From an optimization exercise on the open Yosys and OpenROAD flow, aimed at small area, a short achievable clock period and few clock cycles per item; shortcuts taken in it are not production practice.
Where RTL was checked, it was by simulation tests only, not by an equivalence proof against the original.
Power is estimated from default activity; no workload was simulated.

==> run a <==
==> flow/design.v <==
module mult8(clk, nRST, c_ALL, m_busy, a_data, b_data, mult_out, m_finish);
input clk;
input nRST;
input c_ALL;
input m_busy;
input [7:0] a_data;
input [7:0] b_data;
output m_finish;
reg m_finish;
output [15:0] mult_out;
wire bo_0;
wire bt_0;
wire bn_0;
wire pp_0_0;
wire pp_0_1;
wire pp_0_2;
wire pp_0_3;
wire pp_0_4;
wire pp_0_5;
wire pp_0_6;
wire pp_0_7;
wire pe_0;
wire bo_1;
wire bt_1;
wire bn_1;
wire pp_1_0;
wire pp_1_1;
wire pp_1_2;
wire pp_1_3;
wire pp_1_4;
wire pp_1_5;
wire pp_1_6;
wire pp_1_7;
wire pe_1;
wire bo_2;
wire bt_2;
wire bn_2;
wire pp_2_0;
wire pp_2_1;
wire pp_2_2;
wire pp_2_3;
wire pp_2_4;
wire pp_2_5;
wire pp_2_6;
wire pp_2_7;
wire pe_2;
wire bo_3;
wire bt_3;
wire bn_3;
wire pp_3_0;
wire pp_3_1;
wire pp_3_2;
wire pp_3_3;
wire pp_3_4;
wire pp_3_5;
wire pp_3_6;
wire pp_3_7;
wire pe_3;
wire s1;
wire c2;
wire s3;
wire c4;
wire s5;
wire c6;
wire s7;
wire c8;
wire s9;
wire c10;
wire s11;
wire c12;
wire s13;
wire c14;
wire s15;
wire c16;
wire s17;
wire c18;
wire s19;
wire c20;
wire s21;
wire c22;
wire s23;
wire c24;
wire s25;
wire c26;
wire s27;
wire c28;
wire s29;
wire c30;
wire s31;
wire c32;
wire s33;
wire c34;
wire s35;
wire c36;
wire s37;
wire c38;
wire s39;
wire c40;
wire s41;
wire c42;
wire [15:0] row_a, row_b, row_c;
assign bo_0 = b_data[0] ^ 1'b0;
assign bt_0 = (b_data[1] & ~b_data[0] & ~1'b0) | (~b_data[1] & b_data[0] & 1'b0);
assign bn_0 = b_data[1];
assign pp_0_0 = ((bo_0 & a_data[0]) | (bt_0 & 1'b0)) ^ bn_0;
assign pp_0_1 = ((bo_0 & a_data[1]) | (bt_0 & a_data[0])) ^ bn_0;
assign pp_0_2 = ((bo_0 & a_data[2]) | (bt_0 & a_data[1])) ^ bn_0;
assign pp_0_3 = ((bo_0 & a_data[3]) | (bt_0 & a_data[2])) ^ bn_0;
assign pp_0_4 = ((bo_0 & a_data[4]) | (bt_0 & a_data[3])) ^ bn_0;
assign pp_0_5 = ((bo_0 & a_data[5]) | (bt_0 & a_data[4])) ^ bn_0;
assign pp_0_6 = ((bo_0 & a_data[6]) | (bt_0 & a_data[5])) ^ bn_0;
assign pp_0_7 = ((bo_0 & a_data[7]) | (bt_0 & a_data[6])) ^ bn_0;
assign pe_0 = ~(((bo_0 | bt_0) & a_data[7]) ^ bn_0);
assign bo_1 = b_data[2] ^ b_data[1];
assign bt_1 = (b_data[3] & ~b_data[2] & ~b_data[1]) | (~b_data[3] & b_data[2] & b_data[1]);
assign bn_1 = b_data[3];
assign pp_1_0 = ((bo_1 & a_data[0]) | (bt_1 & 1'b0)) ^ bn_1;
assign pp_1_1 = ((bo_1 & a_data[1]) | (bt_1 & a_data[0])) ^ bn_1;
assign pp_1_2 = ((bo_1 & a_data[2]) | (bt_1 & a_data[1])) ^ bn_1;
assign pp_1_3 = ((bo_1 & a_data[3]) | (bt_1 & a_data[2])) ^ bn_1;
assign pp_1_4 = ((bo_1 & a_data[4]) | (bt_1 & a_data[3])) ^ bn_1;
assign pp_1_5 = ((bo_1 & a_data[5]) | (bt_1 & a_data[4])) ^ bn_1;
assign pp_1_6 = ((bo_1 & a_data[6]) | (bt_1 & a_data[5])) ^ bn_1;
assign pp_1_7 = ((bo_1 & a_data[7]) | (bt_1 & a_data[6])) ^ bn_1;
assign pe_1 = ~(((bo_1 | bt_1) & a_data[7]) ^ bn_1);
assign bo_2 = b_data[4] ^ b_data[3];
assign bt_2 = (b_data[5] & ~b_data[4] & ~b_data[3]) | (~b_data[5] & b_data[4] & b_data[3]);
assign bn_2 = b_data[5];
assign pp_2_0 = ((bo_2 & a_data[0]) | (bt_2 & 1'b0)) ^ bn_2;
assign pp_2_1 = ((bo_2 & a_data[1]) | (bt_2 & a_data[0])) ^ bn_2;
assign pp_2_2 = ((bo_2 & a_data[2]) | (bt_2 & a_data[1])) ^ bn_2;
assign pp_2_3 = ((bo_2 & a_data[3]) | (bt_2 & a_data[2])) ^ bn_2;
assign pp_2_4 = ((bo_2 & a_data[4]) | (bt_2 & a_data[3])) ^ bn_2;
assign pp_2_5 = ((bo_2 & a_data[5]) | (bt_2 & a_data[4])) ^ bn_2;
assign pp_2_6 = ((bo_2 & a_data[6]) | (bt_2 & a_data[5])) ^ bn_2;
assign pp_2_7 = ((bo_2 & a_data[7]) | (bt_2 & a_data[6])) ^ bn_2;
assign pe_2 = ~(((bo_2 | bt_2) & a_data[7]) ^ bn_2);
assign bo_3 = b_data[6] ^ b_data[5];
assign bt_3 = (b_data[7] & ~b_data[6] & ~b_data[5]) | (~b_data[7] & b_data[6] & b_data[5]);
assign bn_3 = b_data[7];
assign pp_3_0 = ((bo_3 & a_data[0]) | (bt_3 & 1'b0)) ^ bn_3;
assign pp_3_1 = ((bo_3 & a_data[1]) | (bt_3 & a_data[0])) ^ bn_3;
assign pp_3_2 = ((bo_3 & a_data[2]) | (bt_3 & a_data[1])) ^ bn_3;
assign pp_3_3 = ((bo_3 & a_data[3]) | (bt_3 & a_data[2])) ^ bn_3;
assign pp_3_4 = ((bo_3 & a_data[4]) | (bt_3 & a_data[3])) ^ bn_3;
assign pp_3_5 = ((bo_3 & a_data[5]) | (bt_3 & a_data[4])) ^ bn_3;
assign pp_3_6 = ((bo_3 & a_data[6]) | (bt_3 & a_data[5])) ^ bn_3;
assign pp_3_7 = ((bo_3 & a_data[7]) | (bt_3 & a_data[6])) ^ bn_3;
assign pe_3 = ~(((bo_3 | bt_3) & a_data[7]) ^ bn_3);
assign s1 = pp_0_2 ^ pp_1_0 ^ bn_1;
assign c2 = (pp_0_2 & pp_1_0) | (bn_1 & (pp_0_2 ^ pp_1_0));
assign s3 = pp_0_3 ^ pp_1_1 ^ c2;
assign c4 = (pp_0_3 & pp_1_1) | (c2 & (pp_0_3 ^ pp_1_1));
assign s5 = pp_0_4 ^ pp_1_2 ^ pp_2_0;
assign c6 = (pp_0_4 & pp_1_2) | (pp_2_0 & (pp_0_4 ^ pp_1_2));
assign s7 = bn_2 ^ s5 ^ c4;
assign c8 = (bn_2 & s5) | (c4 & (bn_2 ^ s5));
assign s9 = pp_0_5 ^ pp_1_3 ^ pp_2_1;
assign c10 = (pp_0_5 & pp_1_3) | (pp_2_1 & (pp_0_5 ^ pp_1_3));
assign s11 = c6 ^ s9 ^ c8;
assign c12 = (c6 & s9) | (c8 & (c6 ^ s9));
assign s13 = pp_0_6 ^ pp_1_4 ^ pp_2_2;
assign c14 = (pp_0_6 & pp_1_4) | (pp_2_2 & (pp_0_6 ^ pp_1_4));
assign s15 = pp_3_0 ^ bn_3 ^ c10;
assign c16 = (pp_3_0 & bn_3) | (c10 & (pp_3_0 ^ bn_3));
assign s17 = s13 ^ s15 ^ c12;
assign c18 = (s13 & s15) | (c12 & (s13 ^ s15));
assign s19 = pp_0_7 ^ pp_1_5 ^ pp_2_3;
assign c20 = (pp_0_7 & pp_1_5) | (pp_2_3 & (pp_0_7 ^ pp_1_5));
assign s21 = pp_3_1 ^ c14 ^ s19;
assign c22 = (pp_3_1 & c14) | (s19 & (pp_3_1 ^ c14));
assign s23 = 1'b1 ^ pe_0 ^ pp_1_6;
assign c24 = (1'b1 & pe_0) | (pp_1_6 & (1'b1 ^ pe_0));
assign s25 = pp_2_4 ^ pp_3_2 ^ c20;
assign c26 = (pp_2_4 & pp_3_2) | (c20 & (pp_2_4 ^ pp_3_2));
assign s27 = 1'b1 ^ pp_1_7 ^ pp_2_5;
assign c28 = (1'b1 & pp_1_7) | (pp_2_5 & (1'b1 ^ pp_1_7));
assign s29 = pp_3_3 ^ c24 ^ s27;
assign c30 = (pp_3_3 & c24) | (s27 & (pp_3_3 ^ c24));
assign s31 = pe_1 ^ pp_2_6 ^ pp_3_4;
assign c32 = (pe_1 & pp_2_6) | (pp_3_4 & (pe_1 ^ pp_2_6));
assign s33 = c28 ^ s31 ^ c30;
assign c34 = (c28 & s31) | (c30 & (c28 ^ s31));
assign s35 = 1'b1 ^ pp_2_7 ^ pp_3_5;
assign c36 = (1'b1 & pp_2_7) | (pp_3_5 & (1'b1 ^ pp_2_7));
assign s37 = c32 ^ s35 ^ c34;
assign c38 = (c32 & s35) | (c34 & (c32 ^ s35));
assign s39 = pe_2 ^ pp_3_6 ^ c36;
assign c40 = (pe_2 & pp_3_6) | (c36 & (pe_2 ^ pp_3_6));
assign s41 = 1'b1 ^ pp_3_7 ^ c40;
assign c42 = (1'b1 & pp_3_7) | (c40 & (1'b1 ^ pp_3_7));
assign row_a = {1'b1, pe_3, s41, c38, s37, s33, c26, s23, c16, s17, s11, s7, s3, s1, pp_0_1, pp_0_0};
assign row_b = {1'b0, c42, 1'b0, s39, 1'b0, 1'b0, s29, c22, c18, 1'b0, 1'b0, 1'b0, 1'b0, 1'b0, 1'b0, bn_0};
assign row_c = {1'b0, 1'b0, 1'b0, 1'b0, 1'b0, 1'b0, 1'b0, s25, s21, 1'b0, 1'b0, 1'b0, 1'b0, 1'b0, 1'b0, 1'b0};
wire [6:0] lo_sum;
assign lo_sum[6:0] = row_a[5:0] + row_b[5:0];
reg [5:0] lo_q;
reg lo_c;
reg [8:0] hi_a;
reg [4:0] hi_b;
reg [1:0] hi_c;
always @(posedge clk or negedge nRST)
begin
    if(nRST == 1'b0)
        m_finish <= 1'b0;
    else if(c_ALL == 1'b1)
        m_finish <= 1'b0;
    else if(m_busy == 1'b0)
        m_finish <= 1'b1;
end
always @(posedge clk)
begin
    if(m_busy == 1'b0)
    begin
        lo_q <= lo_sum[5:0];
        lo_c <= lo_sum[6];
        hi_a <= {row_a[14], row_a[13], row_a[12], row_a[11], row_a[10], row_a[9], row_a[8], row_a[7], row_a[6]};
        hi_b <= {row_b[14], row_b[12], row_b[9], row_b[8], row_b[7]};
        hi_c <= {row_c[8], row_c[7]};
    end
end
assign mult_out[5:0] = lo_q;
assign mult_out[15:6] = {1'b1, hi_a[8], hi_a[7], hi_a[6], hi_a[5], hi_a[4], hi_a[3], hi_a[2], hi_a[1], hi_a[0]} + {1'b0, hi_b[4], 1'b0, hi_b[3], 1'b0, 1'b0, hi_b[2], hi_b[1], hi_b[0], 1'b0} + {1'b0, 1'b0, 1'b0, 1'b0, 1'b0, 1'b0, 1'b0, hi_c[1], hi_c[0], 1'b0} + lo_c;
endmodule
==> flow/flow/run.sh <==
#!/bin/bash
# Own layout flow: the standard flow (standard.sh, all steps, its logs in
# orfs/logs/), with two changes on make's command line:
# - the synthesis script is flow/synth.tcl: it sources the standard script
#   synth_recipe.tcl unchanged, but skips full-adder extraction
#   (ADDER_MAP_FILE empty) and maps with the ABC scripts in flow/;
# - every port still gets a buffer, but the smallest one (buf_1).
# make's own output goes to own_flow.log.
set -euo pipefail
work=$(pwd)
export MY_WORK_DIR=$work
export MY_FLOW_DIR=$work/flow
sed -e "s#SYNTH_SCRIPT=[^ ]*#SYNTH_SCRIPT=$work/flow/synth.tcl ADDER_MAP_FILE= BUFFER_PORTS_ARGS=\"-buffer_cell sky130_fd_sc_hd__buf_1\"#" standard.sh > own_standard.sh
bash own_standard.sh > own_flow.log 2>&1
==> flow/flow/map.abc <==
strash
dch
map -D 1700
topo
stime -c
buffer -c
upsize -c -D 1700
dnsize -c -D 1700
stime -c
==> flow/flow/map_out.abc <==
strash
dch
map -D 1200
topo
stime -c
buffer -c
upsize -c -D 1200
dnsize -c -D 1200
stime -c
==> flow/flow/synth.tcl <==
# Standard synthesis (synth_recipe.tcl, sourced unchanged) with two changes made
# from outside it: no full-adder extraction (ADDER_MAP_FILE is left empty on
# make's command line) and ABC technology mapping with delay-driven scripts:
# flow/map_out.abc for the logic between the registers and the outputs, then
# flow/map.abc for the rest.
proc abc {args} {
  set out {}
  set skip 0
  foreach a $args {
    if {$skip} { set skip 0; continue }
    if {$a eq "-script" || $a eq "-D"} { set skip 1; continue }
    lappend out $a
  }
  set dir $::env(MY_FLOW_DIR)
  if {[file exists $dir/map_out.abc]} {
    yosys select -set outcone o:* %ci*:-sky130_fd_sc_hd__edfxtp_1:-sky130_fd_sc_hd__dfrtp_1:-sky130_fd_sc_hd__dfxtp_1 t:\$_* %i
    puts "abc override: output cone with $dir/map_out.abc"
    yosys abc -script $dir/map_out.abc {*}$out @outcone
  }
  puts "abc override: rest with $dir/map.abc"
  yosys abc -script $dir/map.abc {*}$out
}
source $::env(MY_WORK_DIR)/synth_recipe.tcl
==> flow/standard.sh <==
#!/bin/bash
# synth_recipe.tcl (not shown) runs the flow's synth.tcl, then flattens the netlist and writes it again
# the make line also repeats each setting of config.mk as NAME=value (left out here)
make -C /OpenROAD-flow-scripts/flow DESIGN_CONFIG=/design/flow/config.mk WORK_HOME=/design/flow/orfs CLKGATE_MAP_FILE= SYNTH_SCRIPT=/design/flow/synth_recipe.tcl "${@:-finish}"
==> flow/config.mk <==
export PLATFORM = sky130hd
export DESIGN_NAME = mult8
export DESIGN_NICKNAME = mult8
export VERILOG_FILES = /design/flow/design.v
export SDC_FILE = /design/flow/constraint.sdc
export NUM_CORES = 4
export LEC_CHECK = 0
export CAP_MARGIN = 20
export CORE_MARGIN = 2
export CORE_UTILIZATION = 40
export CTS_BUF_LIST = sky130_fd_sc_hd__clkbuf_4
export GPL_TIMING_DRIVEN = 0
export PLACE_DENSITY = 0.6
export SLEW_MARGIN = 20
==> flow/constraint.sdc <==
create_clock -name core_clock -period 5.0 [get_ports {clk}]
set_input_delay 1.0000 -clock core_clock [delete_from_list [all_inputs] [get_ports {clk}]]
set_output_delay 1.0000 -clock core_clock [all_outputs]
set_load 0.01 [all_outputs]
==> inputs of run b, as changes to run a <==
==> flow/design.v, changed modules only <==
module mult8(clk, nRST, c_ALL, m_busy, a_data, b_data, mult_out, m_finish);
input clk;
input nRST;
input c_ALL;
input m_busy;
input [7:0] a_data;
input [7:0] b_data;
output m_finish;
reg m_finish;
output [15:0] mult_out;
wire bo_0;
wire bt_0;
wire bn_0;
wire pp_0_0;
wire pp_0_1;
wire pp_0_2;
wire pp_0_3;
wire pp_0_4;
wire pp_0_5;
wire pp_0_6;
wire pp_0_7;
wire pe_0;
wire bo_1;
wire bt_1;
wire bn_1;
wire pp_1_0;
wire pp_1_1;
wire pp_1_2;
wire pp_1_3;
wire pp_1_4;
wire pp_1_5;
wire pp_1_6;
wire pp_1_7;
wire pe_1;
wire bo_2;
wire bt_2;
wire bn_2;
wire pp_2_0;
wire pp_2_1;
wire pp_2_2;
wire pp_2_3;
wire pp_2_4;
wire pp_2_5;
wire pp_2_6;
wire pp_2_7;
wire pe_2;
wire bo_3;
wire bt_3;
wire bn_3;
wire pp_3_0;
wire pp_3_1;
wire pp_3_2;
wire pp_3_3;
wire pp_3_4;
wire pp_3_5;
wire pp_3_6;
wire pp_3_7;
wire pe_3;
wire s1;
wire c2;
wire s3;
wire c4;
wire s5;
wire c6;
wire s7;
wire c8;
wire s9;
wire c10;
wire s11;
wire c12;
wire s13;
wire c14;
wire s15;
wire c16;
wire s17;
wire c18;
wire s19;
wire c20;
wire s21;
wire c22;
wire s23;
wire c24;
wire s25;
wire c26;
wire s27;
wire c28;
wire s29;
wire c30;
wire s31;
wire c32;
wire s33;
wire c34;
wire s35;
wire c36;
wire s37;
wire c38;
wire s39;
wire c40;
wire s41;
wire c42;
wire s43;
wire c44;
wire s45;
wire c46;
wire s47;
wire c48;
wire [15:0] row_a, row_b;
assign bo_0 = b_data[0] ^ 1'b0;
assign bt_0 = (b_data[1] & ~b_data[0] & ~1'b0) | (~b_data[1] & b_data[0] & 1'b0);
assign bn_0 = b_data[1];
assign pp_0_0 = ((bo_0 & a_data[0]) | (bt_0 & 1'b0)) ^ bn_0;
assign pp_0_1 = ((bo_0 & a_data[1]) | (bt_0 & a_data[0])) ^ bn_0;
assign pp_0_2 = ((bo_0 & a_data[2]) | (bt_0 & a_data[1])) ^ bn_0;
assign pp_0_3 = ((bo_0 & a_data[3]) | (bt_0 & a_data[2])) ^ bn_0;
assign pp_0_4 = ((bo_0 & a_data[4]) | (bt_0 & a_data[3])) ^ bn_0;
assign pp_0_5 = ((bo_0 & a_data[5]) | (bt_0 & a_data[4])) ^ bn_0;
assign pp_0_6 = ((bo_0 & a_data[6]) | (bt_0 & a_data[5])) ^ bn_0;
assign pp_0_7 = ((bo_0 & a_data[7]) | (bt_0 & a_data[6])) ^ bn_0;
assign pe_0 = ~(((bo_0 | bt_0) & a_data[7]) ^ bn_0);
assign bo_1 = b_data[2] ^ b_data[1];
assign bt_1 = (b_data[3] & ~b_data[2] & ~b_data[1]) | (~b_data[3] & b_data[2] & b_data[1]);
assign bn_1 = b_data[3];
assign pp_1_0 = ((bo_1 & a_data[0]) | (bt_1 & 1'b0)) ^ bn_1;
assign pp_1_1 = ((bo_1 & a_data[1]) | (bt_1 & a_data[0])) ^ bn_1;
assign pp_1_2 = ((bo_1 & a_data[2]) | (bt_1 & a_data[1])) ^ bn_1;
assign pp_1_3 = ((bo_1 & a_data[3]) | (bt_1 & a_data[2])) ^ bn_1;
assign pp_1_4 = ((bo_1 & a_data[4]) | (bt_1 & a_data[3])) ^ bn_1;
assign pp_1_5 = ((bo_1 & a_data[5]) | (bt_1 & a_data[4])) ^ bn_1;
assign pp_1_6 = ((bo_1 & a_data[6]) | (bt_1 & a_data[5])) ^ bn_1;
assign pp_1_7 = ((bo_1 & a_data[7]) | (bt_1 & a_data[6])) ^ bn_1;
assign pe_1 = ~(((bo_1 | bt_1) & a_data[7]) ^ bn_1);
assign bo_2 = b_data[4] ^ b_data[3];
assign bt_2 = (b_data[5] & ~b_data[4] & ~b_data[3]) | (~b_data[5] & b_data[4] & b_data[3]);
assign bn_2 = b_data[5];
assign pp_2_0 = ((bo_2 & a_data[0]) | (bt_2 & 1'b0)) ^ bn_2;
assign pp_2_1 = ((bo_2 & a_data[1]) | (bt_2 & a_data[0])) ^ bn_2;
assign pp_2_2 = ((bo_2 & a_data[2]) | (bt_2 & a_data[1])) ^ bn_2;
assign pp_2_3 = ((bo_2 & a_data[3]) | (bt_2 & a_data[2])) ^ bn_2;
assign pp_2_4 = ((bo_2 & a_data[4]) | (bt_2 & a_data[3])) ^ bn_2;
assign pp_2_5 = ((bo_2 & a_data[5]) | (bt_2 & a_data[4])) ^ bn_2;
assign pp_2_6 = ((bo_2 & a_data[6]) | (bt_2 & a_data[5])) ^ bn_2;
assign pp_2_7 = ((bo_2 & a_data[7]) | (bt_2 & a_data[6])) ^ bn_2;
assign pe_2 = ~(((bo_2 | bt_2) & a_data[7]) ^ bn_2);
assign bo_3 = b_data[6] ^ b_data[5];
assign bt_3 = (b_data[7] & ~b_data[6] & ~b_data[5]) | (~b_data[7] & b_data[6] & b_data[5]);
assign bn_3 = b_data[7];
assign pp_3_0 = ((bo_3 & a_data[0]) | (bt_3 & 1'b0)) ^ bn_3;
assign pp_3_1 = ((bo_3 & a_data[1]) | (bt_3 & a_data[0])) ^ bn_3;
assign pp_3_2 = ((bo_3 & a_data[2]) | (bt_3 & a_data[1])) ^ bn_3;
assign pp_3_3 = ((bo_3 & a_data[3]) | (bt_3 & a_data[2])) ^ bn_3;
assign pp_3_4 = ((bo_3 & a_data[4]) | (bt_3 & a_data[3])) ^ bn_3;
assign pp_3_5 = ((bo_3 & a_data[5]) | (bt_3 & a_data[4])) ^ bn_3;
assign pp_3_6 = ((bo_3 & a_data[6]) | (bt_3 & a_data[5])) ^ bn_3;
assign pp_3_7 = ((bo_3 & a_data[7]) | (bt_3 & a_data[6])) ^ bn_3;
assign pe_3 = ~(((bo_3 | bt_3) & a_data[7]) ^ bn_3);
assign s1 = pp_0_2 ^ pp_1_0 ^ bn_1;
assign c2 = (pp_0_2 & pp_1_0) | (bn_1 & (pp_0_2 ^ pp_1_0));
assign s3 = pp_0_3 ^ pp_1_1 ^ c2;
assign c4 = (pp_0_3 & pp_1_1) | (c2 & (pp_0_3 ^ pp_1_1));
assign s5 = pp_0_4 ^ pp_1_2 ^ pp_2_0;
assign c6 = (pp_0_4 & pp_1_2) | (pp_2_0 & (pp_0_4 ^ pp_1_2));
assign s7 = bn_2 ^ s5 ^ c4;
assign c8 = (bn_2 & s5) | (c4 & (bn_2 ^ s5));
assign s9 = pp_0_5 ^ pp_1_3 ^ pp_2_1;
assign c10 = (pp_0_5 & pp_1_3) | (pp_2_1 & (pp_0_5 ^ pp_1_3));
assign s11 = c6 ^ s9 ^ c8;
assign c12 = (c6 & s9) | (c8 & (c6 ^ s9));
assign s13 = pp_0_6 ^ pp_1_4 ^ pp_2_2;
assign c14 = (pp_0_6 & pp_1_4) | (pp_2_2 & (pp_0_6 ^ pp_1_4));
assign s15 = pp_3_0 ^ bn_3 ^ c10;
assign c16 = (pp_3_0 & bn_3) | (c10 & (pp_3_0 ^ bn_3));
assign s17 = s13 ^ s15 ^ c12;
assign c18 = (s13 & s15) | (c12 & (s13 ^ s15));
assign s19 = pp_0_7 ^ pp_1_5 ^ pp_2_3;
assign c20 = (pp_0_7 & pp_1_5) | (pp_2_3 & (pp_0_7 ^ pp_1_5));
assign s21 = pp_3_1 ^ c14 ^ s19;
assign c22 = (pp_3_1 & c14) | (s19 & (pp_3_1 ^ c14));
assign s23 = c16 ^ s21 ^ c18;
assign c24 = (c16 & s21) | (c18 & (c16 ^ s21));
assign s25 = 1'b1 ^ pe_0 ^ pp_1_6;
assign c26 = (1'b1 & pe_0) | (pp_1_6 & (1'b1 ^ pe_0));
assign s27 = pp_2_4 ^ pp_3_2 ^ c20;
assign c28 = (pp_2_4 & pp_3_2) | (c20 & (pp_2_4 ^ pp_3_2));
assign s29 = s25 ^ c22 ^ s27;
assign c30 = (s25 & c22) | (s27 & (s25 ^ c22));
assign s31 = 1'b1 ^ pp_1_7 ^ pp_2_5;
assign c32 = (1'b1 & pp_1_7) | (pp_2_5 & (1'b1 ^ pp_1_7));
assign s33 = pp_3_3 ^ c26 ^ s31;
assign c34 = (pp_3_3 & c26) | (s31 & (pp_3_3 ^ c26));
assign s35 = c28 ^ s33 ^ c30;
assign c36 = (c28 & s33) | (c30 & (c28 ^ s33));
assign s37 = pe_1 ^ pp_2_6 ^ pp_3_4;
assign c38 = (pe_1 & pp_2_6) | (pp_3_4 & (pe_1 ^ pp_2_6));
assign s39 = c32 ^ s37 ^ c34;
assign c40 = (c32 & s37) | (c34 & (c32 ^ s37));
assign s41 = 1'b1 ^ pp_2_7 ^ pp_3_5;
assign c42 = (1'b1 & pp_2_7) | (pp_3_5 & (1'b1 ^ pp_2_7));
assign s43 = c38 ^ s41 ^ c40;
assign c44 = (c38 & s41) | (c40 & (c38 ^ s41));
assign s45 = pe_2 ^ pp_3_6 ^ c42;
assign c46 = (pe_2 & pp_3_6) | (c42 & (pe_2 ^ pp_3_6));
assign s47 = 1'b1 ^ pp_3_7 ^ c46;
assign c48 = (1'b1 & pp_3_7) | (c46 & (1'b1 ^ pp_3_7));
assign row_a = {1'b1, pe_3, s47, c44, s43, c36, s35, c24, s23, s17, s11, s7, s3, s1, pp_0_1, pp_0_0};
assign row_b = {1'b0, c48, 1'b0, s45, 1'b0, s39, 1'b0, s29, 1'b0, 1'b0, 1'b0, 1'b0, 1'b0, 1'b0, 1'b0, bn_0};
wire [6:0] lo_sum;
assign lo_sum[6:0] = row_a[5:0] + row_b[5:0];
reg [5:0] lo_q;
reg lo_c;
reg [8:0] hi_a;
reg [3:0] hi_b;
always @(posedge clk or negedge nRST)
begin
    if(nRST == 1'b0)
        m_finish <= 1'b0;
    else if(c_ALL == 1'b1)
        m_finish <= 1'b0;
    else if(m_busy == 1'b0)
        m_finish <= 1'b1;
end
always @(posedge clk)
begin
    if(m_busy == 1'b0)
    begin
        lo_q <= lo_sum[5:0];
        lo_c <= lo_sum[6];
        hi_a <= {row_a[14], row_a[13], row_a[12], row_a[11], row_a[10], row_a[9], row_a[8], row_a[7], row_a[6]};
        hi_b <= {row_b[14], row_b[12], row_b[10], row_b[8]};
    end
end
assign mult_out[5:0] = lo_q;
assign mult_out[15:6] = {1'b1, hi_a[8], hi_a[7], hi_a[6], hi_a[5], hi_a[4], hi_a[3], hi_a[2], hi_a[1], hi_a[0]} + {1'b0, hi_b[3], 1'b0, hi_b[2], 1'b0, hi_b[1], 1'b0, hi_b[0], 1'b0, 1'b0} + lo_c;
endmodule
==> flow/flow/run.sh (replaced) <==
#!/bin/bash
# Own layout flow: the standard flow (standard.sh), with its synthesis
# script swapped for flow/synth.tcl, which sources the standard script
# synth_recipe.tcl but skips full-adder extraction and maps with flow/map.abc.
set -euo pipefail
work=$(pwd)
export MY_WORK_DIR=$work
export MY_FLOW_DIR=$work/flow
sed -e "s#SYNTH_SCRIPT=[^ ]*#SYNTH_SCRIPT=$work/flow/synth.tcl ADDER_MAP_FILE= BUFFER_PORTS_ARGS=\"-buffer_cell sky130_fd_sc_hd__buf_1\"#" standard.sh > own_standard.sh
bash own_standard.sh > own_flow.log 2>&1
==> flow/flow/map.abc (replaced) <==
strash
dch
map -D 1800
topo
stime -c
buffer -c
upsize -c -D 1800
dnsize -c -D 1800
stime -c
==> run notes <==
- Between run b and run a, the lower sequential cell count is in run b (gap 3).
- Between run b and run a, the lower synthesized area is in run b (gap 11%, measured against run a).
- Combinational power: run a is larger than run b (about 16%).
- Of run b and run a, run a has the higher die area (gap about 10%, measured against run a).
- Of run a and run b, run a has the higher total power (gap about 11%, measured against run b).
- Sequential power: run b is lower than run a (about 5%).
- Between run b and run a, the lower wire length is in run b (gap about 5.5%, measured against run a).
- In run a the clock power is smaller than in run b, by 4.7%.
- Global-route usage: run b is higher than run a (1.7 points).
==> figures <==
item	run a	run b
Combinational power	0.679 mW	0.583 mW
Crit path setup slack, layout	1.79 ns	1.85 ns
DRT iter0 DRCs	64	65
Number of sinks on the clock net	24	21
Via count	2104	2015
Area fraction in compound gates after synthesis	17.5%	14.6%
Register area	716 um^2	626 um^2
Data arrival time of the worst path	2.21 ns	3.22 ns
Nets in the synthesized netlist	334	326
Proportion of layout cells with a drive suffix above 1	17.6%	10.5%
Met2 routing resource usage after global routing	25.2%	24.8%
Core box area	0.00631 mm^2	0.00554 mm^2
Met2 routed WL	2310 um	1960 um
DP Worst Slack	1.72 ns	1.53 ns
Clock Power	0.0814 mW	0.0854 mW
Fraction of met3 tracks used by global routing	0.885%	1.69%
Run status	finished clean	finished clean
Pleak	1.22 nW	1.14 nW
Sequential fraction of design power	29.3%	31.0%
Testbench counts of run b, summed over its fixed seeds: cycles 3,200, items 3,200.
The RTL of run a was laid out without a check of its function.

what the ideal ports hide:
Ports are ideal in the flow. The routed layouts listed here were re-timed in OpenROAD. Step 1 assumes that a clkbuf_16 drives the clock port and a buf_2 every other input. Step 2, shift: input delay + t, output delay - t, t = (earliest + latest rising clock arrival at the registers) / 2. This alone moves slack from input paths to output paths. Three values: ideal ports, drivers, drivers and shift; two values: the first two.
run	t (ns)	setup slack, ns	latest minus earliest clock arrival (ns)	worst register clock-pin slew, ns	worst slew at a driven data input, ns
run a	0.325	1.789 / 1.765 / 1.739	0.007 / 0.007	0.12 / 0.12	0.04
run b	0.334	1.851 / 1.855 / 1.521	0.002 / 0.002	0.13 / 0.13	0.04
After both steps setup and hold are still met in every run listed. The setup slack of run b, which loses most, moves by +0.004 ns with the drivers and by -0.330 ns with both steps.
